This is an optimization exercise on Yosys and OpenROAD, whose aim is small area and a short achievable clock period, not a production implementation. The RTL was checked by simulation tests, not by an equivalence proof against the original design. Power and IR drop assume default switching activity.

--- design/flow/constraint.sdc ---
create_clock -name core_clock -period 5.0 [get_ports {clk}]
set_input_delay 1.0000 -clock core_clock [delete_from_list [all_inputs] [get_ports {clk}]]
set_output_delay 1.0000 -clock core_clock [all_outputs]
set_load 0.01 [all_outputs]
--- design/flow/design.v ---
`timescale 1ns / 1ps
module fp16_multiplier(
  input wire clk,
  input wire [15:0] a,
  input wire [15:0] b,
  output wire [15:0] out
);
  wire s0_s, s0_sticky;
  wire [5:0] s0_esum;
  wire [10:0] s0_ma;
  wire [12:1] s0_m3;
  wire [3:0] s0_d1, s0_d2, s0_d3, s0_d4;
  wire [2:0] s0_dn;
  fp16m_stage0 u_s0(.a(a), .b(b), .s(s0_s), .sticky(s0_sticky), .esum(s0_esum),
    .ma(s0_ma), .m3(s0_m3), .d1(s0_d1), .d2(s0_d2), .d3(s0_d3), .d4(s0_d4), .dn(s0_dn));
  reg r0_s, r0_sticky;
  reg [5:0] r0_esum;
  reg [10:0] ma;
  reg [12:1] m3;   
  reg [3:0] d1, d2, d3, d4;
  reg [2:0] dn;
  always @(posedge clk) begin
    r0_s <= s0_s; r0_esum <= s0_esum; r0_sticky <= s0_sticky;
    ma <= s0_ma; m3 <= s0_m3; d1 <= s0_d1; d2 <= s0_d2; d3 <= s0_d3; d4 <= s0_d4; dn <= s0_dn;
  end
  wire [21:8] s1_hx, s1_hy;
  wire [8:8] s1_pl;   
  fp16m_stage1 u_s1(.ma(ma), .m3({m3, ma[0]}), .d1(d1), .d2(d2), .d3(d3), .d4(d4), .dn(dn),
    .hx(s1_hx), .hy(s1_hy), .pl(s1_pl));
  reg [21:8] r1_hx, r1_hy;
  reg [8:8] r1_pl;
  reg r1_sticky, r1_s;
  reg [5:0] r1_esum;
  always @(posedge clk) begin
    r1_hx <= s1_hx; r1_hy <= s1_hy; r1_pl <= s1_pl;
    r1_sticky <= r0_sticky; r1_s <= r0_s; r1_esum <= r0_esum;
  end
  wire [21:8] s2_p;
  fp16m_stage2 u_s2(.hx(r1_hx), .hy(r1_hy), .pl(r1_pl), .p(s2_p));
  reg [21:8] r2_p;
  reg r2_sticky, r2_s;
  reg [5:0] r2_esum;
  always @(posedge clk) begin
    r2_p <= s2_p;
    r2_sticky <= r1_sticky; r2_s <= r1_s; r2_esum <= r1_esum;
  end
  wire lead = r2_p[21];
  wire [10:0] kept = lead ? r2_p[21:11] : r2_p[20:10];
  wire guard = lead ? r2_p[10] : r2_p[9];
  wire rnd = lead ? r2_p[9] : r2_p[8];
  wire ru = guard & (rnd | r2_sticky | kept[0]);
  reg [11:0] r3_sum;   
  reg [5:0] r3_e;
  reg r3_nan, r3_s;
  always @(posedge clk) begin
    r3_sum <= {1'b0, kept} + {11'd0, ru};
    r3_e <= r2_esum + {5'd0, lead};   
    r3_nan <= &r2_esum; r3_s <= r2_s;
  end
  wire of = r3_sum[11];
  wire [6:0] e = {1'b0, r3_e} + {6'd0, of};
  wire sub = e[6:4] == 3'd0;
  wire ovf = e >= 7'd46;
  wire [4:0] ex = (e[4:0] + 5'd1) ^ 5'b10000;
  wire [9:0] subf = r3_sum[11:1] >> (~r3_e[3:0]);
  wire [14:0] low = ovf ? 15'h7c00 : sub ? {5'd0, subf} : {ex, r3_sum[9:0]};
  reg [15:0] r4_out, r5_out;
  always @(posedge clk) begin
    r4_out <= r3_nan ? 16'h7e00 : {r3_s, low};
    r5_out <= r4_out;
  end
  assign out = r5_out;
endmodule
module fp16m_stage1(
  input wire [10:0] ma,
  input wire [12:0] m3,
  input wire [3:0] d1, d2, d3, d4,
  input wire [2:0] dn,
  output wire [21:8] hx, hy,
  output wire [8:8] pl
);
  wire t0_0 = ((d1[0] & ma[0]) | (d3[0] & m3[0])) ^ dn[0];
  wire t0_1 = ((d1[0] & ma[1]) | (d2[0] & ma[0]) | (d3[0] & m3[1])) ^ dn[0];
  wire t0_2 = ((d1[0] & ma[2]) | (d2[0] & ma[1]) | (d3[0] & m3[2]) | (d4[0] & ma[0])) ^ dn[0];
  wire t0_3 = ((d1[0] & ma[3]) | (d2[0] & ma[2]) | (d3[0] & m3[3]) | (d4[0] & ma[1])) ^ dn[0];
  wire t0_4 = ((d1[0] & ma[4]) | (d2[0] & ma[3]) | (d3[0] & m3[4]) | (d4[0] & ma[2])) ^ dn[0];
  wire t0_5 = ((d1[0] & ma[5]) | (d2[0] & ma[4]) | (d3[0] & m3[5]) | (d4[0] & ma[3])) ^ dn[0];
  wire t0_6 = ((d1[0] & ma[6]) | (d2[0] & ma[5]) | (d3[0] & m3[6]) | (d4[0] & ma[4])) ^ dn[0];
  wire t0_7 = ((d1[0] & ma[7]) | (d2[0] & ma[6]) | (d3[0] & m3[7]) | (d4[0] & ma[5])) ^ dn[0];
  wire t0_8 = ((d1[0] & ma[8]) | (d2[0] & ma[7]) | (d3[0] & m3[8]) | (d4[0] & ma[6])) ^ dn[0];
  wire t0_9 = ((d1[0] & ma[9]) | (d2[0] & ma[8]) | (d3[0] & m3[9]) | (d4[0] & ma[7])) ^ dn[0];
  wire t0_10 = ((d1[0] & ma[10]) | (d2[0] & ma[9]) | (d3[0] & m3[10]) | (d4[0] & ma[8])) ^ dn[0];
  wire t0_11 = ((d2[0] & ma[10]) | (d3[0] & m3[11]) | (d4[0] & ma[9])) ^ dn[0];
  wire t0_12 = ((d3[0] & m3[12]) | (d4[0] & ma[10])) ^ dn[0];
  wire t1_0 = ((d1[1] & ma[0]) | (d3[1] & m3[0])) ^ dn[1];
  wire t1_1 = ((d1[1] & ma[1]) | (d2[1] & ma[0]) | (d3[1] & m3[1])) ^ dn[1];
  wire t1_2 = ((d1[1] & ma[2]) | (d2[1] & ma[1]) | (d3[1] & m3[2]) | (d4[1] & ma[0])) ^ dn[1];
  wire t1_3 = ((d1[1] & ma[3]) | (d2[1] & ma[2]) | (d3[1] & m3[3]) | (d4[1] & ma[1])) ^ dn[1];
  wire t1_4 = ((d1[1] & ma[4]) | (d2[1] & ma[3]) | (d3[1] & m3[4]) | (d4[1] & ma[2])) ^ dn[1];
  wire t1_5 = ((d1[1] & ma[5]) | (d2[1] & ma[4]) | (d3[1] & m3[5]) | (d4[1] & ma[3])) ^ dn[1];
  wire t1_6 = ((d1[1] & ma[6]) | (d2[1] & ma[5]) | (d3[1] & m3[6]) | (d4[1] & ma[4])) ^ dn[1];
  wire t1_7 = ((d1[1] & ma[7]) | (d2[1] & ma[6]) | (d3[1] & m3[7]) | (d4[1] & ma[5])) ^ dn[1];
  wire t1_8 = ((d1[1] & ma[8]) | (d2[1] & ma[7]) | (d3[1] & m3[8]) | (d4[1] & ma[6])) ^ dn[1];
  wire t1_9 = ((d1[1] & ma[9]) | (d2[1] & ma[8]) | (d3[1] & m3[9]) | (d4[1] & ma[7])) ^ dn[1];
  wire t1_10 = ((d1[1] & ma[10]) | (d2[1] & ma[9]) | (d3[1] & m3[10]) | (d4[1] & ma[8])) ^ dn[1];
  wire t1_11 = ((d2[1] & ma[10]) | (d3[1] & m3[11]) | (d4[1] & ma[9])) ^ dn[1];
  wire t1_12 = ((d3[1] & m3[12]) | (d4[1] & ma[10])) ^ dn[1];
  wire t2_0 = ((d1[2] & ma[0]) | (d3[2] & m3[0])) ^ dn[2];
  wire t2_1 = ((d1[2] & ma[1]) | (d2[2] & ma[0]) | (d3[2] & m3[1])) ^ dn[2];
  wire t2_2 = ((d1[2] & ma[2]) | (d2[2] & ma[1]) | (d3[2] & m3[2]) | (d4[2] & ma[0])) ^ dn[2];
  wire t2_3 = ((d1[2] & ma[3]) | (d2[2] & ma[2]) | (d3[2] & m3[3]) | (d4[2] & ma[1])) ^ dn[2];
  wire t2_4 = ((d1[2] & ma[4]) | (d2[2] & ma[3]) | (d3[2] & m3[4]) | (d4[2] & ma[2])) ^ dn[2];
  wire t2_5 = ((d1[2] & ma[5]) | (d2[2] & ma[4]) | (d3[2] & m3[5]) | (d4[2] & ma[3])) ^ dn[2];
  wire t2_6 = ((d1[2] & ma[6]) | (d2[2] & ma[5]) | (d3[2] & m3[6]) | (d4[2] & ma[4])) ^ dn[2];
  wire t2_7 = ((d1[2] & ma[7]) | (d2[2] & ma[6]) | (d3[2] & m3[7]) | (d4[2] & ma[5])) ^ dn[2];
  wire t2_8 = ((d1[2] & ma[8]) | (d2[2] & ma[7]) | (d3[2] & m3[8]) | (d4[2] & ma[6])) ^ dn[2];
  wire t2_9 = ((d1[2] & ma[9]) | (d2[2] & ma[8]) | (d3[2] & m3[9]) | (d4[2] & ma[7])) ^ dn[2];
  wire t2_10 = ((d1[2] & ma[10]) | (d2[2] & ma[9]) | (d3[2] & m3[10]) | (d4[2] & ma[8])) ^ dn[2];
  wire t2_11 = ((d2[2] & ma[10]) | (d3[2] & m3[11]) | (d4[2] & ma[9])) ^ dn[2];
  wire t2_12 = ((d3[2] & m3[12]) | (d4[2] & ma[10])) ^ dn[2];
  wire t3_0 = (d1[3] & ma[0]) | (d3[3] & m3[0]);
  wire t3_1 = (d1[3] & ma[1]) | (d2[3] & ma[0]) | (d3[3] & m3[1]);
  wire t3_2 = (d1[3] & ma[2]) | (d2[3] & ma[1]) | (d3[3] & m3[2]) | (d4[3] & ma[0]);
  wire t3_3 = (d1[3] & ma[3]) | (d2[3] & ma[2]) | (d3[3] & m3[3]) | (d4[3] & ma[1]);
  wire t3_4 = (d1[3] & ma[4]) | (d2[3] & ma[3]) | (d3[3] & m3[4]) | (d4[3] & ma[2]);
  wire t3_5 = (d1[3] & ma[5]) | (d2[3] & ma[4]) | (d3[3] & m3[5]) | (d4[3] & ma[3]);
  wire t3_6 = (d1[3] & ma[6]) | (d2[3] & ma[5]) | (d3[3] & m3[6]) | (d4[3] & ma[4]);
  wire t3_7 = (d1[3] & ma[7]) | (d2[3] & ma[6]) | (d3[3] & m3[7]) | (d4[3] & ma[5]);
  wire t3_8 = (d1[3] & ma[8]) | (d2[3] & ma[7]) | (d3[3] & m3[8]) | (d4[3] & ma[6]);
  wire t3_9 = (d1[3] & ma[9]) | (d2[3] & ma[8]) | (d3[3] & m3[9]) | (d4[3] & ma[7]);
  wire t3_10 = (d1[3] & ma[10]) | (d2[3] & ma[9]) | (d3[3] & m3[10]) | (d4[3] & ma[8]);
  wire t3_11 = (d2[3] & ma[10]) | (d3[3] & m3[11]) | (d4[3] & ma[9]);
  wire t3_12 = (d3[3] & m3[12]) | (d4[3] & ma[10]);
  wire fs0 = t0_6 ^ t1_3;
  wire fc0 = t0_6 & t1_3;
  wire fs1 = t0_7 ^ t1_4;
  wire fc1 = t0_7 & t1_4;
  wire fs2 = t0_8 ^ t1_5;
  wire fc2 = t0_8 & t1_5;
  wire fs3 = t0_9 ^ t1_6 ^ t2_3;
  wire fc3 = (t0_9 & t1_6) | (t2_3 & (t0_9 ^ t1_6));
  wire fs4 = t0_10 ^ t1_7 ^ t2_4;
  wire fc4 = (t0_10 & t1_7) | (t2_4 & (t0_10 ^ t1_7));
  wire fs5 = t0_11 ^ t1_8 ^ t2_5;
  wire fc5 = (t0_11 & t1_8) | (t2_5 & (t0_11 ^ t1_8));
  wire fs6 = t0_12 ^ t1_9 ^ t2_6;
  wire fc6 = (t0_12 & t1_9) | (t2_6 & (t0_12 ^ t1_9));
  wire fs7 = t1_10 ^ t2_7 ^ t3_4;
  wire fc7 = (t1_10 & t2_7) | (t3_4 & (t1_10 ^ t2_7));
  wire fs8 = t1_11 ^ t2_8 ^ t3_5;
  wire fc8 = (t1_11 & t2_8) | (t3_5 & (t1_11 ^ t2_8));
  wire fs9 = t1_12 ^ t2_9 ^ t3_6;
  wire fc9 = (t1_12 & t2_9) | (t3_6 & (t1_12 ^ t2_9));
  wire fs10 = t2_10 ^ t3_7 ^ ~dn[1];
  wire fc10 = (t2_10 & t3_7) | (~dn[1] & (t2_10 ^ t3_7));
  wire fs11 = t2_11 ^ t3_8;
  wire fc11 = t2_11 & t3_8;
  wire fs12 = t2_12 ^ t3_9;
  wire fc12 = t2_12 & t3_9;
  wire fs13 = t0_3 ^ t1_0;
  wire fc13 = t0_3 & t1_0;
  wire fs14 = t0_4 ^ t1_1;
  wire fc14 = t0_4 & t1_1;
  wire fs15 = t0_5 ^ t1_2;
  wire fc15 = t0_5 & t1_2;
  wire fs16 = t2_0 ^ dn[2] ^ fs0;
  wire fc16 = (t2_0 & dn[2]) | (fs0 & (t2_0 ^ dn[2]));
  wire fs17 = t2_1 ^ fs1 ^ fc0;
  wire fc17 = (t2_1 & fs1) | (fc0 & (t2_1 ^ fs1));
  wire fs18 = t2_2 ^ fs2 ^ fc1;
  wire fc18 = (t2_2 & fs2) | (fc1 & (t2_2 ^ fs2));
  wire fs19 = t3_0 ^ fc2 ^ fs3;
  wire fc19 = (t3_0 & fc2) | (fs3 & (t3_0 ^ fc2));
  wire fs20 = t3_1 ^ fs4 ^ fc3;
  wire fc20 = (t3_1 & fs4) | (fc3 & (t3_1 ^ fs4));
  wire fs21 = t3_2 ^ fs5 ^ fc4;
  wire fc21 = (t3_2 & fs5) | (fc4 & (t3_2 ^ fs5));
  wire fs22 = t3_3 ^ fs6 ^ fc5;
  wire fc22 = (t3_3 & fs6) | (fc5 & (t3_3 ^ fs6));
  wire fs23 = dn[0] ^ fs7 ^ fc6;
  wire fc23 = (dn[0] & fs7) | (fc6 & (dn[0] ^ fs7));
  wire fs24 = dn[0] ^ fs8 ^ fc7;
  wire fc24 = (dn[0] & fs8) | (fc7 & (dn[0] ^ fs8));
  wire fs25 = dn[0] ^ fs9 ^ fc8;
  wire fc25 = (dn[0] & fs9) | (fc8 & (dn[0] ^ fs9));
  wire fs26 = ~dn[0] ^ fs10 ^ fc9;
  wire fc26 = (~dn[0] & fs10) | (fc9 & (~dn[0] ^ fs10));
  wire fs27 = 1'b1 ^ fs11 ^ fc10;
  wire fc27 = (1'b1 & fs11) | (fc10 & (1'b1 ^ fs11));
  wire fs28 = 1'b1 ^ fs12 ^ fc11;
  wire fc28 = (1'b1 & fs12) | (fc11 & (1'b1 ^ fs12));
  wire fs29 = t3_10 ^ ~dn[2] ^ fc12;
  wire fc29 = (t3_10 & ~dn[2]) | (fc12 & (t3_10 ^ ~dn[2]));
  wire fs30 = t3_11 ^ 1'b1;
  wire fc30 = t3_11 & 1'b1;
  wire fs31 = t3_12 ^ 1'b1;
  wire fc31 = t3_12 & 1'b1;
  wire [7:0] lx = {fs17, fs16, fs15, fs14, dn[1], t0_2, t0_1, t0_0};
  wire [7:0] ly = {fc16, fc15, fc14, fc13, fs13, 1'b0, 1'b0, dn[0]};
  wire [8:0] lsum = {1'b0, lx} + {1'b0, ly};
  assign pl = lsum[8:8];
  assign hx = {fs31, fs30, fs29, fs28, fs27, fs26, fs25, fs24, fs23, fs22, fs21, fs20, fs19, fs18};
  assign hy = {fc30, fc29, fc28, fc27, fc26, fc25, fc24, fc23, fc22, fc21, fc20, fc19, fc18, fc17};
endmodule
module fp16m_stage2(
  input wire [21:8] hx, hy,
  input wire [8:8] pl,
  output wire [21:8] p
);
  wire [14:0] psum = {hx, 1'b1} + {hy, pl[8]};
  assign p = psum[14:1];
endmodule
module fp16m_stage0(
  input wire [15:0] a, b,
  output wire s, sticky,
  output wire [5:0] esum,
  output wire [10:0] ma,
  output wire [12:1] m3,
  output wire [3:0] d1, d2, d3, d4,
  output wire [2:0] dn
);
  wire [4:0] ea = a[14:10], eb = b[14:10];
  wire [9:0] fa = a[9:0], fb = b[9:0];
  wire ea0 = ea == 5'd0, eb0 = eb == 5'd0, ea31 = &ea, eb31 = &eb;
  wire fa0 = fa == 10'd0, fb0 = fb == 10'd0;
  wire za = ea0 & fa0, zb = eb0 & fb0;
  wire ia = ea31 & fa0, ib = eb31 & fb0;
  assign s = a[15] ^ b[15];
  wire nan = (ea31 & ~fa0) | (eb31 & ~fb0) | (ia & zb) | (za & ib);
  wire [5:0] sum = {1'b0, ea} + {1'b0, eb};
  assign esum = nan ? 6'd63 : (za | zb) ? 6'd0 : (ia | ib) ? 6'd46 : sum;
  wire [8:0] tza, tzb;   
  assign tza[0] = 1'b1; assign tzb[0] = 1'b1;
  genvar gk;
  generate for (gk = 1; gk <= 8; gk = gk + 1) begin : g_tz
    assign tza[gk] = tza[gk-1] & ~fa[gk-1];
    assign tzb[gk] = tzb[gk-1] & ~fb[gk-1];
  end endgenerate
  assign sticky = ~|(tza & {tzb[0], tzb[1], tzb[2], tzb[3], tzb[4], tzb[5], tzb[6], tzb[7], tzb[8]});
  assign ma = {~ea0, fa};
  wire [12:0] m3x = {2'b00, ma} + {1'b0, ma, 1'b0};
  assign m3 = m3x[12:1];
  wire [12:0] mbx = {1'b0, 1'b0, ~eb0, fb, 1'b0};   
  wire [3:0] dnx;
  generate for (gk = 0; gk < 4; gk = gk + 1) begin : g_booth
    wire y3 = mbx[3*gk+3], y2 = mbx[3*gk+2], y1 = mbx[3*gk+1], y0 = mbx[3*gk];
    wire [2:0] v = {1'b0, y2, 1'b0} + {2'b00, y1} + {2'b00, y0};   
    wire [2:0] m = y3 ? 3'd4 - v : v;
    assign d1[gk] = m == 3'd1;
    assign d2[gk] = m == 3'd2;
    assign d3[gk] = m == 3'd3;
    assign d4[gk] = m == 3'd4;
    assign dnx[gk] = y3 & (m != 3'd0);
  end endgenerate
  assign dn = dnx[2:0];   
endmodule
--- design/flow/standard.sh ---
#!/bin/bash
# synth_recipe.tcl (not shown) runs the flow's synth.tcl, then flattens the netlist and writes it again
# the make line also repeats each setting of config.mk as NAME=value (left out here)
make -C /OpenROAD-flow-scripts/flow DESIGN_CONFIG=/design/flow/config.mk WORK_HOME=/design/flow/orfs CLKGATE_MAP_FILE= SYNTH_SCRIPT=/design/flow/synth_recipe.tcl "${@:-finish}"
--- design/flow/config.mk ---
export PLATFORM = sky130hd
export DESIGN_NAME = fp16_multiplier
export DESIGN_NICKNAME = fp16_multiplier
export VERILOG_FILES = /design/flow/design.v
export SDC_FILE = /design/flow/constraint.sdc
export NUM_CORES = 4
export LEC_CHECK = 0
export ABC_AREA = 1
export CAP_MARGIN = 20
export CORE_MARGIN = 2
export CORE_UTILIZATION = 50
export CTS_BUF_LIST = sky130_fd_sc_hd__clkbuf_8
export CTS_CLUSTER_SIZE = 20
export SETUP_SLACK_MARGIN = 3.0
export SLEW_MARGIN = 20
--- design/flow/flow/run.sh ---
#!/bin/bash
# The standard layout (standard.sh), with these changes:
# - synthesis leaves full and half adders to ABC (ADDER_MAP_FILE empty: no extract_fa,
#   no fa/ha cells);
# - the port buffers are buf_1 cells instead of the delay buffers buffer_ports picks;
# - clock tree synthesis inserts no dummy loads.
set -euo pipefail
ADDER_MAP_FILE= bash standard.sh synth > synth.log 2>&1
export BUFFER_PORTS_ARGS="-buffer_cell sky130_fd_sc_hd__buf_1"
export CTS_ARGS="-sink_clustering_enable -repair_clock_nets -dont_use_dummy_load -buf_list sky130_fd_sc_hd__clkbuf_8 -sink_clustering_size 20"
bash standard.sh > layout.log 2>&1
==> results of run 1 <==
## cell type report
cell class	instances	area (sq um)	area share, %
Inverter	186	750.7	7.895
Timing Repair Buffer	66	329.1	3.461
Multi-Input combinational cell	904	4657	48.97
Timing Repair inverter	1	5.005	0.05263
Sequential cell	161	3258	34.26
Clock buffer	17	234.0	2.461
Tap cell	220	275.3	2.895
## how the worst min path moves through the flow
stage	to	depth (start not counted)
after floorplan	r1_esum[0]	0
after global placement	r2_s	0
after detailed placement	r2_esum[3]	0
after CTS	r5_out[1]	0
after global routing	r5_out[2]	0
final	r5_out[1]	0
## kinds of logic after synthesis
| group | share of synthesized area (%) |
|---|---|
| simple gates | 30.16 |
| xor+xnor | 7.969 |
| compound gates | 13.65 |
| flops | 37.80 |
| mux | 0.8219 |
| buf+inv | 9.598 |
## state kept, by name, summed over array words and instances, names as in the netlist, 3 cells and up
register / count
d1: 4
d2: 4
d3: 4
d4: 4
dn: 3
m3: 12
ma: 11
r0_esum: 6
r1_esum: 6
r1_hx: 14
r1_hy: 14
r2_esum: 6
r2_p: 14
r3_e: 6
r3_sum: 12
r4_out: 16
r5_out: 16
## cell usage in the layout, fill, tap and decap left out, drive strengths merged
cell type / count
a21boi: 2
xnor3: 1
nor4: 4
nor3: 7
a22o: 3
mux2i: 7
nand4: 7
o21ai: 70
a221oi: 3
nand2: 380
buf: 62
o22ai: 56
a22oi: 4
o2111ai: 1
nand3b: 6
nor2: 145
a21oi: 41
nand3: 70
a31oi: 1
clkinvlp: 14
clkbuf: 21
o211ai: 6
and2: 1
a21o: 2
dfxtp: 161
xor2: 65
clkinv: 1
a211oi: 5
inv: 172
or2: 5
o221ai: 2
xnor2: 10
## power by group through the flow
stage	logic (uW)	registers [uW]	clock network [uW]
floorplan	1540	1900	0
global placement	1890	1990	0
detailed placement	1900	1990	0
CTS	1920	1970	716
global route	2300	2010	767
finish	2000	1960	688
## through the flow
| stage | cell area [sq um] | setup slack [ns] | hold WS (ns) |
|---|---|---|---|
| 2_1_floorplan | 8593 | 2.828 | 0.3096 |
| 3_3_place_gp | 8931 | 2.501 | 0.3098 |
| 3_5_place_dp | 8931 | 2.337 | 0.3121 |
| 4_1_cts | 9235 | 3.001 | 0.3065 |
| 5_1_grt | 9509 | 2.945 | 0.3027 |
| 6_report | 9509 | 3.040 | 0.3078 |
## repair_timing
item,in CTS,in global routing
hold buffers,0,0
pin swaps,1,12
gates cloned,0,1
setup buffers,4,14
endpoints found under the setup margin,51,49
resized for setup,16,72
## critical path: cells and delay by family
kind / cells / cell delay [ns]
buffers and inverters: 2 / 0.28
xor gates and xnor gates: 1 / 0.10
and+or+nand+nor: 6 / 0.93
## per-layer routing
layer | GRT usage [%] | up-vias | part of all wire, %
met5 | 0 | - | 0
met4 | 5.731 | 0 | 1.3
met3 | 4.505 | 22 | 5.2
met2 | 37.44 | 218 | 45
met1 | 32.27 | 3428 | 49
li1 | - | 4171 | -
==> flow_metrics.py, run 1 <==
metrics = {
    "run_status": {
        "status": "finished clean",
    },
    "power_and_ir_drop": {
        "switching_share_pct": 41.14,
        "total_power_uw": 4644,
        "p_per_area_mw_per_mm2": 488.3,
        "p_clk_share_pct": 14.8,
        "p_switching_uw": 1910,
        "p_int_uw": 2733,
        "ir_drop_mv": 0.2569,
        "p_seq_share_pct": 42.2,
        "combPwrFrac_pct": 43.0,
        "p_leak_uw": 0.004786,
    },
    "place": {
        "io_buffers": 48,
        "gp_congestion": 0.9480,
        "place_hpwl_microns": 15870,
        "placed_cells": 1519,
    },
    "global_route": {
        "antenna_found_initial": 0,
        "overflow": 0,
        "grt_usage_pct": 23.26,
        "grt_pass1_wl_microns": 33640,
        "grt_pass1_vias": 6965,
        "grt_max_degree": 18,
    },
    "floorplanning": {
        "core-area_sq_mm": 0.01664,
        "die-area_sq_mm": 0.01811,
        "start_util_pct": 51.23,
        "io_pins": 49,
        "fp-row-count": 47,
        "die_w_microns": 134.6,
        "die_h_microns": 134.6,
    },
    "route": {
        "wire_per_inst_microns": 13.36,
        "postRouteWirelength_microns": 20770,
        "drtIter0Drc": 448,
        "drt_first_pass_iters": 6,
        "drc_errors": 0,
        "via_per_inst": 5.041,
        "drtAntennaViolNets": 0,
        "vias": 7839,
    },
    "clocking": {
        "clk_latency_ns": 0.44,
        "cts_tree": "built",
        "clkTransAtPathRegs_ns": 0.09,
        "htreeDepth": 4,
        "cts.sinks": 161,
        "root_buffer": "clkbuf_8",
        "cts_buffers": 17,
        "ctsLongestPathBuffers": 2,
    },
    "worst_setup_path": {
        "path_cells": "buf_2, nor2_1, nor2_2, inv_1, or2_4, nor4_1, nand3_1, nand2_1, xnor2_1",
        "worstReg2RegEnd": "r1_hx[8]",
        "cpMaxStageDelayCell": "nor4_1",
        "cp_max_fo": 7,
        "r2r_cells": 6,
        "cp-startpoint": "a[4]",
        "worst_path_largest_cell_delay_ns": 0.28,
        "cp.required_ns": 5.35,
        "end_kind": "register",
        "r2r_setup_slack_ns": 3.12,
        "crit_path_end": "m3[10]",
        "r2r-start": "ma[5]",
        "critical_path_class": "in2reg",
        "arrival_ns": 2.32,
        "worstSetupStartpointType": "input pin",
    },
    "sta": {
        "slew_headroom_pct": 71.12,
        "skew_ns": 0.02827,
        "tns_ns": 0,
        "maxSlewViolCount": 0,
        "timing.fmax_ghz": 0.5101,
        "min_period_over_period_pct": 39.21,
        "rsz0062_at_grt": "true",
        "setup_viol": 0,
        "min_period_ns": 1.960,
        "max_slew.worst_pin.slew_ns": 0.4211,
        "finalHoldViolCount": 0,
    },
    "synthesis": {
        "synth_edf_count": 0,
        "async_flop_share_pct": 0,
        "synth_area_leaders": "dfxtp_1 38%, nand2_1 17%, inv_1 7.5%",
        "yosysTopAreaCellShare_pct": 37.80,
        "ys_ff_latch": 161,
        "synth_area_leader_cell": "dfxtp_1",
        "yosysSeqAreaShare_pct": 37.80,
        "synth-main-ff-cell": "dfxtp_1",
        "synthCells": 1274,
        "yosys-top-cells-count": "377 x nand2_1, 171 x inv_1, 161 x dfxtp_1",
        "synth.avg_cell_area_sq_um": 6.692,
        "syn-num-nets": 1307,
        "synth_cell_types": 47,
        "yosysWarnings": 1,
        "yosysMostFrequentCell": "nand2_1",
        "syn_area_sq_mm": 0.008526,
    },
    "hold_path": {
        "worst_hold_path_type": "reg2reg",
        "hp-start": "r4_out[1]",
    },
    "final_layout": {
        "drive_gt1_share_pct": 10.94,
        "nFillCells": 1666,
        "fin_cells": 1555,
        "diodes": 0,
        "fin_util_pct": 57.14,
        "fin_nets": 1370,
        "syn2layout_area_growth_pct": 11.54,
    },
    "job": {
        "drv_cap": 0,
    },
}
==> run 2, diff against run 1 <==
--- a/design/flow/config.mk
+++ b/design/flow/config.mk
@@ -7,3 +7,2 @@
 export LEC_CHECK = 0
-export ABC_AREA = 1
 export CAP_MARGIN = 20
@@ -15 +14,3 @@
 export SLEW_MARGIN = 20
+export SYNTH_HIERARCHICAL = 1
+export TNS_END_PERCENT = 25
==> run 2 against run 1 <==
Sequential share of layout area grew 2.4 points. Power grew 5.8%. Register-to-register slack lost 0.16 ns. Cell count shrank 28%. Routed wire length shrank 14%. Non-clock buffer count shrank 14. Clock skew shrank 0.0028 ns. Count of clock-buffer cells in the layout is the same. Synthesized cell count shrank 28%. Die area grew 1.6%. Via count shrank 20%. Sequential power grew 12%.
==> flow_metrics.py, run 2 <==
metrics = {
    "clocking": {
        "cts_buffers": 17,
        "ctsLongestPathBuffers": 2,
        "root_buffer": "clkbuf_8",
        "clk_latency_ns": 0.44,
        "htreeDepth": 4,
        "cts.sinks": 161,
        "clkTransAtPathRegs_ns": 0.08,
        "cts_tree": "built",
    },
    "final_layout": {
        "final_cell_mix": "139 x dfxtp_1, 128 x xnor2_1, 69 x nand2_1",
        "multi_input_area_sq_mm": 0.004833,
        "nFillCells": 1585,
        "fin_nets": 925,
        "top_regs": "r4_out: 16 flops, r5_out: 16 flops",
        "syn2layout_area_growth_pct": 2.324,
        "register_area_sq_mm": 0.003251,
        "diodes": 0,
        "drive_gt1_share_pct": 14.27,
        "final_common_cell": "dfxtp_1",
        "fin_util_pct": 51.82,
        "design_area_sq_mm": 0.008870,
    },
    "sta": {
        "timing.fmax_ghz": 0.4903,
        "min_period_ns": 2.039,
        "max_slew.worst_pin.slew_ns": 0.6291,
        "tns_ns": 0,
        "slew_headroom_pct": 58.00,
        "skew_ns": 0.02549,
        "rsz0062_at_grt": "true",
        "min_period_over_period_pct": 40.79,
        "maxSlewViolCount": 0,
        "setup_viol": 0,
        "finalHoldViolCount": 0,
    },
    "synthesis": {
        "yosysSeqAreaShare_pct": 37.18,
        "yosysWarnings": 7,
        "synth_area_leader_cell": "dfxtp_1",
        "syn_area_sq_mm": 0.008668,
        "synth.avg_cell_area_sq_um": 9.463,
        "synth_cell_types": 81,
        "yosysTopAreaCellShare_pct": 37.18,
        "ys_ff_latch": 161,
        "synth_edf_count": 0,
        "synth_area_leaders": "dfxtp_1 37%, xnor2_1 13%, buf_4 3.8%",
        "async_flop_share_pct": 0,
        "yosysMostFrequentCell": "dfxtp_1",
        "synth-main-ff-cell": "dfxtp_1",
        "syn-num-nets": 949,
        "yosys-top-cells-count": "161 x dfxtp_1, 128 x xnor2_1, 69 x nand2_1",
        "synthCells": 916,
    },
    "global_route": {
        "grtUsageMet1_pct": 26.55,
        "grt_max_degree": 19,
        "overflow": 0,
        "met2_usage_pct": 31.40,
        "antenna_found_initial": 0,
        "grt_pass1_wl_microns": 28850,
        "grt_pass1_vias": 5763,
        "grt_usage_pct": 19.61,
        "use_met3_pct": 3.143,
        "grt_most_used_layer": "met2",
    },
    "floorplanning": {
        "die_w_microns": 135.7,
        "die-area_sq_mm": 0.01841,
        "start_util_pct": 50.64,
        "core-area_sq_mm": 0.01712,
        "io_pins": 49,
        "die_h_microns": 135.7,
        "fp-row-count": 48,
    },
    "place": {
        "io_buffers": 48,
        "place_area_sq_mm": 0.008531,
        "gp_congestion": 0.8984,
        "place_hpwl_microns": 13640,
    },
    "route": {
        "postRouteWirelength_microns": 17790,
        "via_per_inst": 5.639,
        "drtAntennaViolNets": 0,
        "wire_per_inst_microns": 15.96,
        "drt_first_pass_iters": 8,
        "drtIter0Drc": 681,
        "drc_errors": 0,
        "vias": 6288,
    },
    "worst_setup_path": {
        "end_kind": "register",
        "arrival_ns": 2.38,
        "cp_num_cells": 6,
        "cp.required_ns": 5.34,
        "worstSetupStartpointType": "register",
        "r2r_cells": 6,
        "cpMaxStageDelayCell": "dfxtp_1",
        "cp_max_fo": 11,
        "cp_top_family": "XOR/XNOR gates",
        "path_cells": "a222oi_1, xnor2_1, xor2_2, xnor2_2, nand4_1, a211oi_2",
        "critical_path_class": "reg2reg",
        "worst_path_largest_cell_delay_ns": 0.70,
        "critPathBufInv": 0,
    },
    "power_and_ir_drop": {
        "p_per_area_mw_per_mm2": 553.8,
        "p_switching_uw": 1868,
        "ir_drop_mv": 0.2581,
        "combPwrFrac_pct": 41.7,
        "p_clk_share_pct": 13.7,
        "p_seq_share_pct": 44.6,
        "p_int_uw": 3044,
        "switching_share_pct": 38.03,
        "p_leak_uw": 0.003212,
    },
    "hold_path": {
        "worst_hold_path_type": "reg2reg",
        "hold-path-cell-count": 0,
    },
    "job": {
        "drv_cap": 0,
    },
    "run_status": {
        "status": "finished clean",
    },
}
-- run 2: cell count changes in the layout (fill, tap and decap cells not counted), sizes merged, moves of 21 or more --
| cell | delta |
|---|---|
| a221oi | +21 |
| inv | -158 |
| nand3 | -45 |
| nand2 | -311 |
| xor2 | -37 |
| maj3 | +23 |
| o22ai | -48 |
| nor2 | -96 |
| o21ai | -33 |
| a22oi | +25 |
| a22o | +27 |
| xnor2 | +120 |
-- run 2: path summary, 6_finish.rpt --
check                           slack, ns        end  startpoint
worst min register to register       0.32  r5_out[7]   r4_out[7]
worst min-delay path                 0.32  r5_out[7]   r4_out[7]
worst max-delay path                 2.96      r1_pl       d2[2]
worst max register to register       2.96      r1_pl       d2[2]
-- run 2: worst register-to-register path: cells and delay by family, from the launching register on --
kind                      cells  cell delay, ns
AOI/OAI and AO/OA             2            0.42
DFF                           1            0.70
xor gates and xnor gates      3            0.71
and+or+nand+nor               1            0.13
-- run 2: modules after synthesis (local to each module, per instance) --
module | times used | flops+latches | cell area, sq um
fp16m_stage0 | 1 | 0 | 1142
fp16_multiplier | 1 | 161 | 4387
fp16m_stage1 | 1 | 0 | 2396
fp16m_stage2 | 1 | 0 | 743.2
-- run 2: what timing repair did --
item,4_1_cts,5_1_grt
buffers inserted,1,2
resized for setup,9,27
pin swaps,1,6
hold buffers,0,0
endpoints found under the setup margin,8,38
-- run 2: metrics by stage --
| step | setup WS, ns | total power (uW) | cells | hold WS [ns] |
|---|---|---|---|---|
| after floorplan | 2.929 | 3964 | 916 | 0.3096 |
| after detailed placement | 2.512 | 4219 | 1095 | 0.3121 |
| after global routing | 2.850 | 5290 | 1115 | 0.3295 |
| final | 2.961 | 4912 | 1115 | 0.3217 |
| after global placement | 2.559 | 4175 | 1095 | 0.3102 |
| after CTS | 2.909 | 4927 | 1113 | 0.3189 |
-- run 2: logic make-up after synthesis --
logic type / synth area share (%)
simple gates: 12.20
xor+xnor: 16.14
mux: 3.002
flops: 37.18
fa+ha+maj: 2.916
compound gates: 20.90
buf+inv: 7.664
-- run 2: power groups by stage --
stage	registers [uW]	logic, uW	clock network, uW
2_1_floorplan	1990	1980	0
3_3_place_gp	2190	1990	0
3_5_place_dp	2200	2020	0
4_1_cts	2180	2050	706
5_1_grt	2250	2280	755
6_report	2190	2050	674
-- run 2: cell type report --
cell class / count / share of cell area, %
Timing Repair Buffer: 52 / 2.398
Multi-Input combinational cell: 645 / 54.49
Clock buffer: 17 / 2.638
Inverter: 15 / 0.6489
Sequential cell: 161 / 36.65
Tap cell: 225 / 3.174
-- run 2: routing by layer --
layer / routed length (microns) / share of wire, % / up-vias
li1: - / - / 3157
met1: 8424 / 47 / 2912
met2: 8285 / 47 / 189
met3: 710 / 4.0 / 30
met4: 374 / 2.1 / 0
met5: 0 / 0 / -
==> run 3, diff against run 2 <==
--- a/design/flow/config.mk
+++ b/design/flow/config.mk
@@ -15,2 +15,2 @@
 export SYNTH_HIERARCHICAL = 1
-export TNS_END_PERCENT = 25
+export TNS_END_PERCENT = 5
==> run 3 against run 2 <==
Still clean. Clock skew rose by 0.012 ns. Routed wire length increased by 0.45%. Non-clock buffer count stayed put. Cell count is the same. Flip-flop and latch count did not move. Clock power grew 1%. Synthesized cell count unchanged. Utilization shrank 0.059 points. First-iteration DRC count fell by 26%. Largest power group unchanged.
==> flow_metrics.py, run 3 <==
metrics = {
    "run_status": {
        "status": "finished clean",
    },
    "worst_setup_path": {
        "worstSetupStartpointType": "register",
        "r2r_cells": 6,
        "cp_max_fo": 3,
        "worst_path_largest_cell_delay_ns": 0.36,
        "path_cells": "maj3_2, o21a_1, maj3_2, a211o_4, a221oi_2, xnor2_1",
        "arrival_ns": 2.41,
        "cp_common_cell": "maj3_2",
        "cp.required_ns": 5.35,
        "critical_path_class": "reg2reg",
        "r2r_setup_slack_ns": 2.94,
        "worstReg2RegEnd": "r2_p[21]",
        "cp-startpoint": "r1_hx[8]",
        "crit_path_end": "r2_p[21]",
        "cpMaxStageDelayCell": "a211o_4",
        "r2r-start": "r1_hx[8]",
        "end_kind": "register",
    },
    "synthesis": {
        "ys_ff_latch": 161,
        "synthCells": 916,
        "yosysWarnings": 7,
        "yosys-top-cells-count": "161 x dfxtp_1, 128 x xnor2_1, 69 x nand2_1",
        "yosysMostFrequentCell": "dfxtp_1",
        "synth_area_leader_cell": "dfxtp_1",
        "syn-num-nets": 949,
        "synth_area_leaders": "dfxtp_1 37%, xnor2_1 13%, buf_4 3.8%",
        "synth_edf_count": 0,
        "synth.avg_cell_area_sq_um": 9.463,
        "async_flop_share_pct": 0,
        "yosysSeqAreaShare_pct": 37.18,
        "yosysTopAreaCellShare_pct": 37.18,
        "synth_cell_types": 81,
        "synth-main-ff-cell": "dfxtp_1",
        "syn_area_sq_mm": 0.008668,
    },
    "power_and_ir_drop": {
        "ir_drop_mv": 0.2437,
        "p_clk_share_pct": 13.8,
        "p_int_uw": 3051,
        "p_switching_uw": 1880,
        "p_seq_share_pct": 44.5,
        "switching_share_pct": 38.12,
        "total_power_uw": 4931,
        "combPwrFrac_pct": 41.6,
        "p_per_area_mw_per_mm2": 556.5,
        "p_leak_uw": 0.003207,
    },
    "global_route": {
        "grt_max_degree": 19,
        "grt_usage_pct": 20.15,
        "antenna_found_initial": 0,
        "grt_pass1_wl_microns": 29640,
        "grt_pass1_vias": 5986,
        "overflow": 0,
    },
    "clocking": {
        "cts_hold_buf": 0,
        "ctsLongestPathBuffers": 2,
        "cts_tree": "built",
        "clk_latency_ns": 0.44,
        "root_buffer": "clkbuf_8",
        "htreeDepth": 4,
        "clkTransAtPathRegs_ns": 0.09,
        "cts.sinks": 161,
        "cts_buffers": 17,
    },
    "route": {
        "drt_first_pass_iters": 5,
        "wire_per_inst_microns": 16.03,
        "vias": 6268,
        "drtAntennaViolNets": 0,
        "postRouteWirelength_microns": 17870,
        "drtIter0Drc": 507,
        "drc_errors": 0,
        "via_per_inst": 5.622,
    },
    "final_layout": {
        "final_cell_mix": "140 x dfxtp_1, 128 x xnor2_1, 69 x nand2_1",
        "top_regs": "r4_out: 16 flops, r5_out: 16 flops",
        "diodes": 0,
        "fin_nets": 925,
        "syn2layout_area_growth_pct": 2.208,
        "final_common_cell": "dfxtp_1",
        "drive_gt1_share_pct": 13.82,
    },
    "sta": {
        "min_period_over_period_pct": 41.29,
        "setup_viol": 0,
        "maxSlewViolCount": 0,
        "timing.fmax_ghz": 0.4843,
        "min_period_ns": 2.065,
        "slew_headroom_pct": 48.47,
        "rsz0062_at_grt": "true",
        "tns_ns": 0,
        "finalHoldViolCount": 0,
        "max_slew.worst_pin.slew_ns": 0.7719,
        "skew_ns": 0.03794,
    },
    "floorplanning": {
        "fp-row-count": 48,
        "die-area_sq_mm": 0.01841,
        "io_pins": 49,
        "start_util_pct": 50.64,
        "core-area_sq_mm": 0.01712,
        "die_w_microns": 135.7,
        "die_h_microns": 135.7,
    },
    "job": {
        "drv_cap": 0,
    },
    "hold_path": {
        "worst_hold_path_type": "reg2reg",
    },
    "place": {
        "io_buffers": 48,
        "gp_congestion": 0.9025,
        "place_hpwl_microns": 13710,
    },
}
-- run 3: cell type report --
class | count | area [sq um]
multi-input cells | 645 | 4827
fillers | 1612 | 8257
repair buffers | 52 | 210.2
flip-flops and latches | 161 | 3249
inverters | 15 | 57.56
clock buffers | 17 | 234.0
well taps | 225 | 281.5
-- run 3: metrics by stage --
step | utilization (%) | std cells | hold WS [ns] | area, sq um | setup slack [ns]
floorplan | - | 916 | 0.3096 | 8668 | 2.929
global placement | 49.84 | 1095 | 0.3099 | 8531 | 2.618
detailed placement | 49.84 | 1095 | 0.3121 | 8531 | 2.518
CTS | 51.37 | 1113 | 0.3250 | 8793 | 2.916
global route | 51.76 | 1115 | 0.3278 | 8860 | 2.860
finish | 51.76 | 1115 | 0.3227 | 8860 | 2.935
-- run 3: worst min-delay path by stage --
stage               startpoint          to  cells after the start  slack (ns)
finish              r0_esum[0]  r1_esum[0]                      0        0.32
global route        r4_out[10]  r5_out[10]                      0        0.33
CTS                  r1_sticky   r2_sticky                      0        0.32
detailed placement  r1_esum[4]  r2_esum[4]                      0        0.31
global placement     r4_out[8]   r5_out[8]                      0        0.31
floorplan           r0_esum[0]  r1_esum[0]                      0        0.31
-- run 3: per-module statistics from Yosys, one instance, submodules excluded --
module / flops+latches / times used
fp16_multiplier: 161 / 1
fp16m_stage1: 0 / 1
fp16m_stage0: 0 / 1
fp16m_stage2: 0 / 1
-- run 3: cells by family after synthesis --
| group | share of synthesized area, % |
|---|---|
| compound gates | 20.90 |
| xor+xnor | 16.14 |
| fa+ha+maj | 2.916 |
| buf+inv | 7.664 |
| flops | 37.18 |
| mux | 3.002 |
| simple gates | 12.20 |
-- run 3: power by group through the flow --
stage	sequential, uW	combinational (uW)	clock [uW]
global route	2260	2280	755
CTS	2180	2030	711
global placement	2190	1990	0
detailed placement	2210	2010	0
floorplan	1990	1980	0
finish	2200	2050	682
-- run 3: critical path: cells and delay by family, from the launching register on --
kind,cells,cell delay [ns]
XOR/XNOR,1,0.16
adder cells (fa/ha/maj),2,0.68
flip-flops,1,0.33
AO/OA/AOI/OAI,3,0.82
-- run 3: layer usage --
metal	share of wire [%]	track usage (%)	wire, microns	up-vias
met2	47	32.60	8340	194
met5	0	0	0	-
met1	47	26.44	8332	2895
met3	4.9	4.040	873	28
li1	-	-	-	3151
met4	1.8	7.928	328	0
-- run 3: repair_timing --
| item | 4_1_cts | 5_1_grt |
|---|---|---|
| pin swaps | 3 | 6 |
| buffers inserted | 1 | 2 |
| endpoints found under the setup margin | 8 | 33 |
| gates resized for setup | 8 | 22 |
==> run 4, diff against run 3 <==
--- a/design/flow/config.mk
+++ b/design/flow/config.mk
@@ -12,2 +12,3 @@
 export CTS_CLUSTER_SIZE = 20
+export PLACE_DENSITY = 0.8
 export SETUP_SLACK_MARGIN = 3.0
@@ -15,2 +16 @@
 export SYNTH_HIERARCHICAL = 1
-export TNS_END_PERCENT = 5
==> run 4 against run 3 <==
Cell count up 1.3%. Power shrank 0.79%. Sequential share of layout area fell by 0.64 points. Flip-flop and latch count did not move. Routed wire length fell by 6.5%. Via count increased by 2.4%. Worst setup slack improved by 0.0042 ns. First-iteration DRC count increased by 6.1%. Utilization grew 1.4 points.
==> flow_metrics.py, run 4 <==
metrics = {
    "route": {
        "wire_per_inst_microns": 14.79,
        "postRouteWirelength_microns": 16720,
        "drc_errors": 0,
        "via_per_inst": 5.681,
        "drtIter0Drc": 538,
        "drt_first_pass_iters": 6,
        "vias": 6420,
        "drtAntennaViolNets": 0,
    },
    "final_layout": {
        "final_cell_mix": "134 x dfxtp_1, 125 x xnor2_1, 69 x nand2_1",
        "design_area_sq_mm": 0.009100,
        "multi_input_area_sq_mm": 0.004918,
        "final_common_cell": "dfxtp_1",
        "fin_nets": 940,
        "diodes": 0,
        "drive_gt1_share_pct": 17.35,
        "syn2layout_area_growth_pct": 4.980,
        "top_regs": "r4_out: 16 flops, r5_out: 16 flops",
        "fin_util_pct": 53.17,
        "register_area_sq_mm": 0.003279,
        "nFillCells": 1517,
    },
    "sta": {
        "min_period_over_period_pct": 41.21,
        "maxSlewViolCount": 0,
        "worst_slack_ns": 2.939,
        "setup_viol": 0,
        "tns_ns": 0,
        "finalHoldViolCount": 0,
        "whs_ns": 0.3215,
        "slew_headroom_pct": 65.14,
        "min_period_ns": 2.061,
        "max_slew.worst_pin.slew_ns": 0.5222,
        "timing.fmax_ghz": 0.4853,
        "rsz0062_at_grt": "true",
        "skew_ns": 0.03454,
    },
    "clocking": {
        "root_buffer": "clkbuf_8",
        "cts_buffers": 17,
        "cts_hold_buf": 0,
        "cts_tree": "built",
        "htreeDepth": 4,
        "cts.sinks": 161,
        "ctsLongestPathBuffers": 2,
        "clkTransAtPathRegs_ns": 0.09,
        "clk_latency_ns": 0.44,
    },
    "worst_setup_path": {
        "worstSetupStartpointType": "register",
        "critical_path_class": "reg2reg",
        "r2r-start": "ma[5]",
        "cpMaxStageDelayCell": "dfxtp_2",
        "arrival_ns": 2.42,
        "end_kind": "register",
        "cp.required_ns": 5.36,
        "path_cells": "a22o_1, a221oi_2, xnor2_1, nand2_1, o31ai_2, a21oi_1, a211oi_2",
        "worst_path_largest_cell_delay_ns": 0.44,
        "cp_max_fo": 12,
        "cp-startpoint": "ma[5]",
    },
    "power_and_ir_drop": {
        "p_leak_uw": 0.003322,
        "p_per_area_mw_per_mm2": 537.6,
        "ir_drop_mv": 0.2770,
    },
    "synthesis": {
        "yosysMostFrequentCell": "dfxtp_1",
        "synth.avg_cell_area_sq_um": 9.463,
        "syn-num-nets": 949,
        "async_flop_share_pct": 0,
        "yosysSeqAreaShare_pct": 37.18,
        "yosysWarnings": 7,
        "synth_area_leader_cell": "dfxtp_1",
        "synth_area_leaders": "dfxtp_1 37%, xnor2_1 13%, buf_4 3.8%",
        "synth_cell_types": 81,
        "synth-main-ff-cell": "dfxtp_1",
        "syn_area_sq_mm": 0.008668,
        "yosys-top-cells-count": "161 x dfxtp_1, 128 x xnor2_1, 69 x nand2_1",
        "ys_ff_latch": 161,
        "synth_edf_count": 0,
        "yosysTopAreaCellShare_pct": 37.18,
        "synthCells": 916,
    },
    "global_route": {
        "grt_pass1_vias": 5783,
        "grt_pass1_wl_microns": 26720,
        "overflow": 0,
        "grt_max_degree": 19,
        "grt_usage_pct": 17.78,
        "antenna_found_initial": 1,
    },
    "place": {
        "io_buffers": 48,
        "place_area_sq_mm": 0.008531,
        "place_hpwl_microns": 12200,
        "gp_congestion": 0.8832,
        "dp_worst_setup_slack_ns": 2.538,
    },
    "hold_path": {
        "hp-start": "r4_out[11]",
        "worst_hold_path_type": "reg2reg",
    },
    "job": {
        "drv_cap": 0,
    },
    "floorplanning": {
        "start_util_pct": 50.64,
        "die-area_sq_mm": 0.01841,
        "io_pins": 49,
        "die_w_microns": 135.7,
        "core-area_sq_mm": 0.01712,
        "fp-row-count": 48,
        "die_h_microns": 135.7,
    },
    "run_status": {
        "status": "finished clean",
    },
}
[run 4: layout make-up]
cell class / instances / area share (%)
clock buffers: 17 / 2.571
well taps: 225 / 3.094
multi-input cells: 645 / 54.05
inverters: 15 / 0.6325
repair buffers: 67 / 3.616
flip-flops and latches: 161 / 36.04
[run 4: worst paths after layout]
| path | endpoint | slack (ns) | cells after the start |
|---|---|---|---|
| min | r5_out[11] | 0.32 | 0 |
| max | r1_pl | 2.94 | 7 |
| max reg2reg | r1_pl | 2.94 | 7 |
| min reg2reg | r5_out[11] | 0.32 | 0 |
[run 4: metrics by stage]
step / power, uW / instances
3_5_place_dp: 4146 / 1095
2_1_floorplan: 3964 / 916
6_report: 4892 / 1130
3_3_place_gp: 4082 / 1095
4_1_cts: 4851 / 1114
5_1_grt: 5238 / 1130
[run 4: logic make-up (layout without fill, tap and decap cells)]
family | after synthesis | after routing | synth area share, %
muxes | 25 | 25 | 3.002
DFF | 161 | 161 | 37.18
AOI/OAI and AO/OA | 231 | 231 | 20.90
adders and majority gates | 23 | 23 | 2.916
buffers and inverters | 110 | 99 | 7.664
and+or+nand+nor | 208 | 208 | 12.20
xor gates and xnor gates | 158 | 158 | 16.14
[run 4: modules after synthesis (local to each module, per instance)]
module	area [sq um]	cells	copies in the design
fp16m_stage0	1142	176	1
fp16m_stage1	2396	295	1
fp16_multiplier	4387	338	1
fp16m_stage2	743.2	107	1
[run 4: power by group]
| part | leakage [uW] | switching (uW) | total (uW) | internal [uW] |
|---|---|---|---|---|
| Sequential | 0.00136 | 464 | 2180 | 1720 |
| Combinational | 0.00184 | 982 | 2030 | 1050 |
| Clock | 0.000122 | 380 | 680 | 300 |
| Total | 0.00332 | 1830 | 4890 | 3070 |
[run 4: critical path: cells and delay by family (launching register included)]
family	cells	cell delay (ns)
AO/OA/AOI/OAI	5	1.15
flip-flops	1	0.44
XOR/XNOR	1	0.25
AND/OR/NAND/NOR	1	0.14
[run 4: metal layers]
metal  up-vias  track usage [%]  wire length (microns)
met4         2            5.961                    402
met3        43            4.452                    980
met2       240            30.84                   8273
met1      2940            21.48                   7045
met5         -                0                     13
li1       3195                -                      -
[run 4: what timing repair did]
action                     CTS  global route
setup buffers                2            16
resized for setup           12            51
hold endpoints to repair     0             0
pin swaps                    3            17
setup endpoints to repair    5            35
==> run 5, diff against run 4 <==
--- a/design/flow/config.mk
+++ b/design/flow/config.mk
@@ -9,6 +9,6 @@
 export CORE_MARGIN = 2
-export CORE_UTILIZATION = 50
+export CORE_UTILIZATION = 60
 export CTS_BUF_LIST = sky130_fd_sc_hd__clkbuf_8
 export CTS_CLUSTER_SIZE = 20
-export PLACE_DENSITY = 0.8
+export PLACE_DENSITY = 0.75
 export SETUP_SLACK_MARGIN = 3.0
==> run 5 against run 4 <==
Largest cell class unchanged. Highest routed layer is now met4. Still clean. Flip-flop and latch count is the same. Clock power shrank 2%. Critical path depth grew 1. Cell area shrank 1.8%.
==> flow_metrics.py, run 5 <==
metrics = {
    "sta": {
        "rsz0062_at_grt": "true",
        "tns_ns": 0,
        "slew_headroom_pct": 55.33,
        "setup_viol": 0,
        "maxSlewViolCount": 0,
        "timing.fmax_ghz": 0.4961,
        "max_slew.worst_pin.slew_ns": 0.6691,
        "finalHoldViolCount": 0,
        "min_period_ns": 2.016,
        "skew_ns": 0.02400,
        "min_period_over_period_pct": 40.31,
    },
    "synthesis": {
        "synthSimpleGateAreaFrac_pct": 12.20,
        "async_flop_share_pct": 0,
        "yosys-top-cells-count": "161 x dfxtp_1, 128 x xnor2_1, 69 x nand2_1",
        "synth_area_leaders": "dfxtp_1 37%, xnor2_1 13%, buf_4 3.8%",
        "yosysTopAreaCellShare_pct": 37.18,
        "syn-num-nets": 949,
        "synth_top_family_by_area": "compound AO/OA/AOI/OAI gates",
        "synth-compound-area-share_pct": 20.90,
        "yosys.area_share.adder_pct": 2.916,
        "yosysWarnings": 7,
        "synth_edf_count": 0,
        "yosysSeqAreaShare_pct": 37.18,
        "synth-main-ff-cell": "dfxtp_1",
        "synth_area_leader_cell": "dfxtp_1",
        "yosysMostFrequentCell": "dfxtp_1",
        "syn_area_sq_mm": 0.008668,
        "synth_cell_types": 81,
        "synth.avg_cell_area_sq_um": 9.463,
        "synthCells": 916,
        "synthMuxAreaShare_pct": 3.002,
        "ys_ff_latch": 161,
        "synthXorXnorAreaFrac_pct": 16.14,
    },
    "hold_path": {
        "worst_hold_path_type": "reg2reg",
        "hp-start": "r1_sticky",
        "min_to": "r2_sticky",
        "hold-path-cell-count": 0,
    },
    "clocking": {
        "clk_latency_ns": 0.44,
        "clkTransAtPathRegs_ns": 0.06,
        "htreeDepth": 4,
        "cts.sinks": 161,
        "cts_tree": "built",
        "cts_buffers": 17,
        "ctsLongestPathBuffers": 2,
        "root_buffer": "clkbuf_8",
    },
    "floorplanning": {
        "fp-row-count": 43,
        "die_w_microns": 124.2,
        "io_pins": 49,
        "core-area_sq_mm": 0.01399,
        "die_h_microns": 124.2,
        "die-area_sq_mm": 0.01542,
        "start_util_pct": 61.97,
    },
    "global_route": {
        "antenna_found_initial": 0,
        "overflow": 0,
        "grt_pass1_vias": 5703,
        "grt_pass1_wl_microns": 27210,
        "grt_max_degree": 19,
        "grt_usage_pct": 22.42,
    },
    "route": {
        "drtAntennaViolNets": 0,
        "vias": 6332,
        "drc_errors": 0,
        "via_per_inst": 5.879,
        "postRouteWirelength_microns": 16630,
        "wire_per_inst_microns": 15.44,
        "drt_first_pass_iters": 5,
        "drtIter0Drc": 512,
    },
    "final_layout": {
        "syn2layout_area_growth_pct": 3.103,
        "nFillCells": 1177,
        "final_cell_mix": "134 x dfxtp_1, 128 x xnor2_1, 69 x nand2_1",
        "drive_gt1_share_pct": 16.16,
        "final_common_cell": "dfxtp_1",
        "fin_nets": 932,
        "diodes": 0,
        "top_regs": "r4_out: 16 flops, r5_out: 16 flops",
        "fin_util_pct": 63.89,
    },
    "worst_setup_path": {
        "worstReg2RegEnd": "r1_pl",
        "arrival_ns": 2.37,
        "cp.required_ns": 5.35,
        "worstSetupStartpointType": "register",
        "cp_max_fo": 10,
        "critical_path_class": "reg2reg",
        "end_kind": "register",
        "r2r-start": "d2[0]",
        "r2r_setup_slack_ns": 2.98,
        "r2r_cells": 8,
    },
    "power_and_ir_drop": {
        "p_leak_uw": 0.003257,
        "p_per_area_mw_per_mm2": 547.0,
        "ir_drop_mv": 0.2768,
    },
    "run_status": {
        "status": "finished clean",
    },
    "place": {
        "io_buffers": 48,
        "gp_congestion": 0.8917,
        "place_hpwl_microns": 12270,
    },
    "job": {
        "drv_cap": 0,
    },
}
-- run 5: area by class of cell --
class                      instances  area (sq um)  area share, %
clock buffer                      17         234.0          2.618
inverter                          15         57.56         0.6440
multi-input combinational        645          4882          54.63
sequential                       161          3274          36.64
tap                              180         225.2          2.520
timing repair buffer              59         264.0          2.954
-- run 5: metal layers --
metal / GRT usage (%) / part of all wire [%] / vias up
met5: 0 / 0 / -
met4: 9.972 / 2.4 / 0
met3: 4.396 / 5.6 / 28
met2: 36.44 / 47 / 207
met1: 28.86 / 45 / 2930
li1: - / - / 3167
-- run 5: cells by family after synthesis --
kind of cell | after synthesis
and+or+nand+nor | 208
AOI/OAI and AO/OA | 231
xor gates and xnor gates | 158
DFF | 161
adders and majority gates | 23
buffers and inverters | 110
muxes | 25
-- run 5: critical path, cell delays in order (launching register included) --
cell and delay [ns]:
dfxtp_1 0.43, a22o_1 0.26, a221oi_1 0.25, xnor2_1 0.18, buf_4 0.17, nand2_1 0.09, o31ai_2 0.27, a21oi_1 0.11
a211oi_2 0.19
-- run 5: report_power, final --
| group | internal, uW | switching (uW) | leakage [uW] |
|---|---|---|---|
| sequential | 1720 | 476 | 0.00136 |
| clock | 299 | 370 | 0.000122 |
| combinational | 1040 | 987 | 0.00178 |
| total | 3060 | 1830 | 0.00326 |
-- run 5: how the worst max path moves through the flow --
stage,startpoint,to,slack (ns),cells after the start
2_1_floorplan,a[1],m3[11],2.93,6
3_3_place_gp,a[2],r0_esum[4],2.62,6
3_5_place_dp,a[2],r0_esum[0],2.57,6
4_1_cts,d4[1],r1_pl,2.94,7
5_1_grt,ma[5],r1_pl,2.86,8
6_report,d2[0],r1_pl,2.98,8
-- run 5: metrics by stage --
step | hold slack (ns) | setup slack, ns | area [sq um] | total power [uW] | std cells
after CTS | 0.3244 | 2.936 | 8755 | 4866 | 1069
after detailed placement | 0.3121 | 2.574 | 8474 | 4167 | 1050
after floorplan | 0.3096 | 2.931 | 8672 | 3964 | 916
final | 0.3236 | 2.984 | 8937 | 4889 | 1077
after global routing | 0.3292 | 2.859 | 8937 | 5273 | 1077
after global placement | 0.3096 | 2.620 | 8474 | 4118 | 1050
-- run 5: timing repair --
item | in CTS | in global routing
setup endpoints to repair | 5 | 36
hold buffers | 0 | 0
buffers inserted | 2 | 8
pin swaps | 4 | 13
gates resized for setup | 13 | 41
-- run 5: per-module statistics from Yosys, one instance, submodules excluded --
module / area, sq um / flip-flops and latches / times used
fp16m_stage1: 2396 / 0 / 1
fp16m_stage0: 1142 / 0 / 1
fp16m_stage2: 743.2 / 0 / 1
fp16_multiplier: 4387 / 161 / 1
==> run 6, diff against run 5 <==
--- a/design/flow/flow/run.sh
+++ b/design/flow/flow/run.sh
@@ -9,3 +9,3 @@
 export BUFFER_PORTS_ARGS="-buffer_cell sky130_fd_sc_hd__buf_1"
-export CTS_ARGS="-sink_clustering_enable -repair_clock_nets -dont_use_dummy_load -buf_list sky130_fd_sc_hd__clkbuf_8 -sink_clustering_size 20"
+export CTS_ARGS="-sink_clustering_enable -repair_clock_nets -dont_use_dummy_load -buf_list {sky130_fd_sc_hd__clkbuf_4 sky130_fd_sc_hd__clkbuf_8} -sink_clustering_size 20"
 bash standard.sh > layout.log 2>&1
--- a/design/flow/config.mk
+++ b/design/flow/config.mk
@@ -9,6 +9,5 @@
 export CORE_MARGIN = 2
-export CORE_UTILIZATION = 60
-export CTS_BUF_LIST = sky130_fd_sc_hd__clkbuf_8
+export CORE_UTILIZATION = 50
+export CTS_BUF_LIST = sky130_fd_sc_hd__clkbuf_4 sky130_fd_sc_hd__clkbuf_8
 export CTS_CLUSTER_SIZE = 20
-export PLACE_DENSITY = 0.75
 export SETUP_SLACK_MARGIN = 3.0
==> run 6 against run 5 <==
Still clean on timing, DRC and antenna. Die area up 19%. Combinational power up 3%. Worst setup slack lost 0.020 ns. Power increased by 1.5%. Global-route usage decreased by 2.0 points. Synthesized area is the same. Register-to-register slack got worse by 0.02 ns. Maximum frequency decreased by 0.97%. Cell area is essentially flat. Critical path type unchanged.
==> flow_metrics.py, run 6 <==
metrics = {
    "synthesis": {
        "yosysWarnings": 7,
        "synthCells": 916,
        "synth.avg_cell_area_sq_um": 9.463,
        "yosys-top-cells-count": "161 x dfxtp_1, 128 x xnor2_1, 69 x nand2_1",
        "yosysSeqAreaShare_pct": 37.18,
        "yosysMostFrequentCell": "dfxtp_1",
        "synth_cell_types": 81,
        "syn-num-nets": 949,
        "syn_area_sq_mm": 0.008668,
        "synth_edf_count": 0,
        "synth_area_leaders": "dfxtp_1 37%, xnor2_1 13%, buf_4 3.8%",
        "yosysTopAreaCellShare_pct": 37.18,
        "synth-main-ff-cell": "dfxtp_1",
        "synth_area_leader_cell": "dfxtp_1",
        "async_flop_share_pct": 0,
        "ys_ff_latch": 161,
    },
    "power_and_ir_drop": {
        "p_seq_share_pct": 44.3,
        "p_switching_uw": 1888,
        "combPwrFrac_pct": 42.2,
        "p_leak_uw": 0.003241,
        "total_power_uw": 4962,
        "p_per_area_mw_per_mm2": 555.6,
        "p_clk_share_pct": 13.5,
        "p_int_uw": 3073,
        "switching_share_pct": 38.06,
        "ir_drop_mv": 0.2545,
    },
    "clocking": {
        "ctsLongestPathBuffers": 2,
        "htreeDepth": 4,
        "cts_buffers": 17,
        "cts_hold_buf": 0,
        "clk_latency_ns": 0.44,
        "cts.sinks": 161,
        "root_buffer": "clkbuf_8",
        "cts_tree": "built",
        "clkTransAtPathRegs_ns": 0.08,
    },
    "hold_path": {
        "worst_hold_path_type": "reg2reg",
        "hold-path-cell-count": 0,
    },
    "worst_setup_path": {
        "cp_num_cells": 6,
        "critPathBufInv": 0,
        "arrival_ns": 2.37,
        "worst_path_largest_cell_delay_ns": 0.35,
        "cp.required_ns": 5.34,
        "critical_path_class": "reg2reg",
        "cp_max_fo": 3,
        "cpMaxStageDelayCell": "a211o_4",
        "r2r_cells": 6,
        "cp_top_family": "compound AO/OA/AOI/OAI gates",
        "end_kind": "register",
        "cp_common_cell": "maj3_2",
        "path_cells": "maj3_2, o21a_1, maj3_2, a211o_4, a221oi_2, xnor2_1",
        "worstSetupStartpointType": "register",
    },
    "sta": {
        "timing.fmax_ghz": 0.4913,
        "maxSlewViolCount": 0,
        "min_period_ns": 2.035,
        "slew_headroom_pct": 63.46,
        "tns_ns": 0,
        "min_period_over_period_pct": 40.71,
        "finalHoldViolCount": 0,
        "skew_ns": 0.02647,
        "max_slew.worst_pin.slew_ns": 0.5474,
        "setup_viol": 0,
        "rsz0062_at_grt": "true",
    },
    "final_layout": {
        "final_cell_mix": "131 x dfxtp_1, 127 x xnor2_1, 69 x nand2_1",
        "drive_gt1_share_pct": 16.16,
        "fin_nets": 926,
        "nFillCells": 1580,
        "final_common_cell": "dfxtp_1",
        "top_regs": "r4_out: 16 flops, r5_out: 16 flops",
        "syn2layout_area_growth_pct": 3.017,
        "register_area_sq_mm": 0.003263,
        "diodes": 0,
        "multi_input_area_sq_mm": 0.004871,
    },
    "global_route": {
        "grt_usage_pct": 20.39,
        "grt_pass1_vias": 6003,
        "overflow": 0,
        "antenna_found_initial": 0,
        "grt_max_degree": 19,
        "grt_pass1_wl_microns": 30070,
    },
    "route": {
        "postRouteWirelength_microns": 18100,
        "vias": 6313,
        "wire_per_inst_microns": 16.22,
        "drtIter0Drc": 670,
        "drtAntennaViolNets": 0,
        "drc_errors": 0,
        "via_per_inst": 5.657,
        "drt_first_pass_iters": 8,
    },
    "place": {
        "place_hpwl_microns": 13760,
        "gp_congestion": 0.9261,
        "io_buffers": 48,
    },
    "floorplanning": {
        "start_util_pct": 50.64,
        "io_pins": 49,
        "die_h_microns": 135.7,
        "die_w_microns": 135.7,
        "die-area_sq_mm": 0.01841,
        "core-area_sq_mm": 0.01712,
        "fp-row-count": 48,
    },
    "run_status": {
        "status": "finished clean",
    },
    "job": {
        "drv_cap": 0,
    },
}
## run 6: cell counts after synthesis
Identical to the previous run, type by type.
## run 6: routing by layer
metal	global-route usage, %	vias up	wire [microns]
met2	33.39	197	8537
met3	4.340	28	840
li1	-	3167	-
met4	6.134	0	261
met1	27.05	2921	8462
met5	0	-	0
## run 6: final cells by class
cell class                 count  area share, %
clock buffer                  17          2.620
sequential                   161          36.54
inverter                      15         0.6445
timing repair buffer          53          2.494
multi-input combinational    645          54.55
tap                          225          3.153
## run 6: kinds of logic after synthesis
logic type | synth area share, %
AOI/OAI and AO/OA | 20.90
xor gates and xnor gates | 16.14
adders and majority gates | 2.916
buffers and inverters | 7.664
DFF | 37.18
muxes | 3.002
and+or+nand+nor | 12.20
## run 6: timing repair
action,in CTS,in global routing
resized for setup,9,42
setup buffers,3,1
setup endpoints to repair,8,27
pin swaps,5,4
## run 6: path summary, 6_finish.rpt
path / from / end / slack (ns)
setup / recovery: r1_pl / r2_p[21] / 2.96
hold / removal: r4_out[8] / r5_out[8] / 0.32
setup reg to reg: r1_pl / r2_p[21] / 2.96
hold reg to reg: r4_out[8] / r5_out[8] / 0.32
## run 6: worst reg2reg max path, cell delays in order (launching register included)
cell,delay (ns)
dfxtp_1,0.32
maj3_2,0.34
o21a_1,0.20
maj3_2,0.33
a211o_4,0.36
a221oi_2,0.24
xnor2_1,0.17
## run 6: power by group through the flow
stage	Clock, uW	Combinational [uW]	Sequential [uW]
after floorplan	0	1980	1990
after global placement	0	1980	2190
after detailed placement	0	2010	2200
after CTS	699	2050	2180
after global routing	751	2330	2260
final	669	2090	2200
## run 6: through the flow
step	std cells	worst slack (ns)	hold WS, ns	area (sq um)	util (%)
floorplan	916	2.931	0.3096	8672	-
global placement	1095	2.555	0.3103	8531	49.84
detailed placement	1095	2.518	0.3121	8531	49.84
CTS	1115	2.870	0.3234	8815	51.50
global route	1116	2.842	0.3317	8930	52.17
finish	1116	2.965	0.3173	8930	52.17
## run 6: Yosys stat by module (local to each module, per instance)
module | area (sq um) | flip-flops and latches | cells inside | copies in the design
fp16m_stage1 | 2396 | 0 | 295 | 1
fp16m_stage2 | 743.2 | 0 | 107 | 1
fp16m_stage0 | 1142 | 0 | 176 | 1
fp16_multiplier | 4387 | 161 | 338 | 1

[port drivers added, routing unchanged]
The results above use ideal ports. As a check the final layouts listed here were re-extracted and re-timed, cells and wires unchanged. Step 1 sets driving cells, clkbuf_16 on the clock port and buf_2 on the other inputs (assumed; they add their load-dependent delay and slew). Step 2 times the ports against the registers' clock, not the clock port: input delays grow and output delays shrink by t, the midpoint of the rising clock arrivals with the driver on. a / b / c = no drivers / after step 1 / after step 2; a / b = the first two.
run | t, ns | setup slack, ns | worst hold slack (ns)
run 1 | 0.466 | 3.040 / 3.052 / 2.594 | 0.308 / 0.308 / 0.308
run 2 | 0.463 | 2.961 / 2.961 / 2.586 | 0.322 / 0.322 / 0.322
run 3 | 0.463 | 2.935 / 2.935 / 2.530 | 0.323 / 0.323 / 0.323
run 4 | 0.462 | 2.939 / 2.939 / 2.570 | 0.322 / 0.322 / 0.322
run 5 | 0.469 | 2.984 / 2.984 / 2.625 | 0.324 / 0.324 / 0.324
run 6 | 0.455 | 2.965 / 2.965 / 2.609 | 0.317 / 0.317 / 0.317
After both steps setup and hold are still met in every run listed. The setup slack of run 1, which loses most, moves by +0.012 ns with the drivers and by -0.446 ns with both steps.
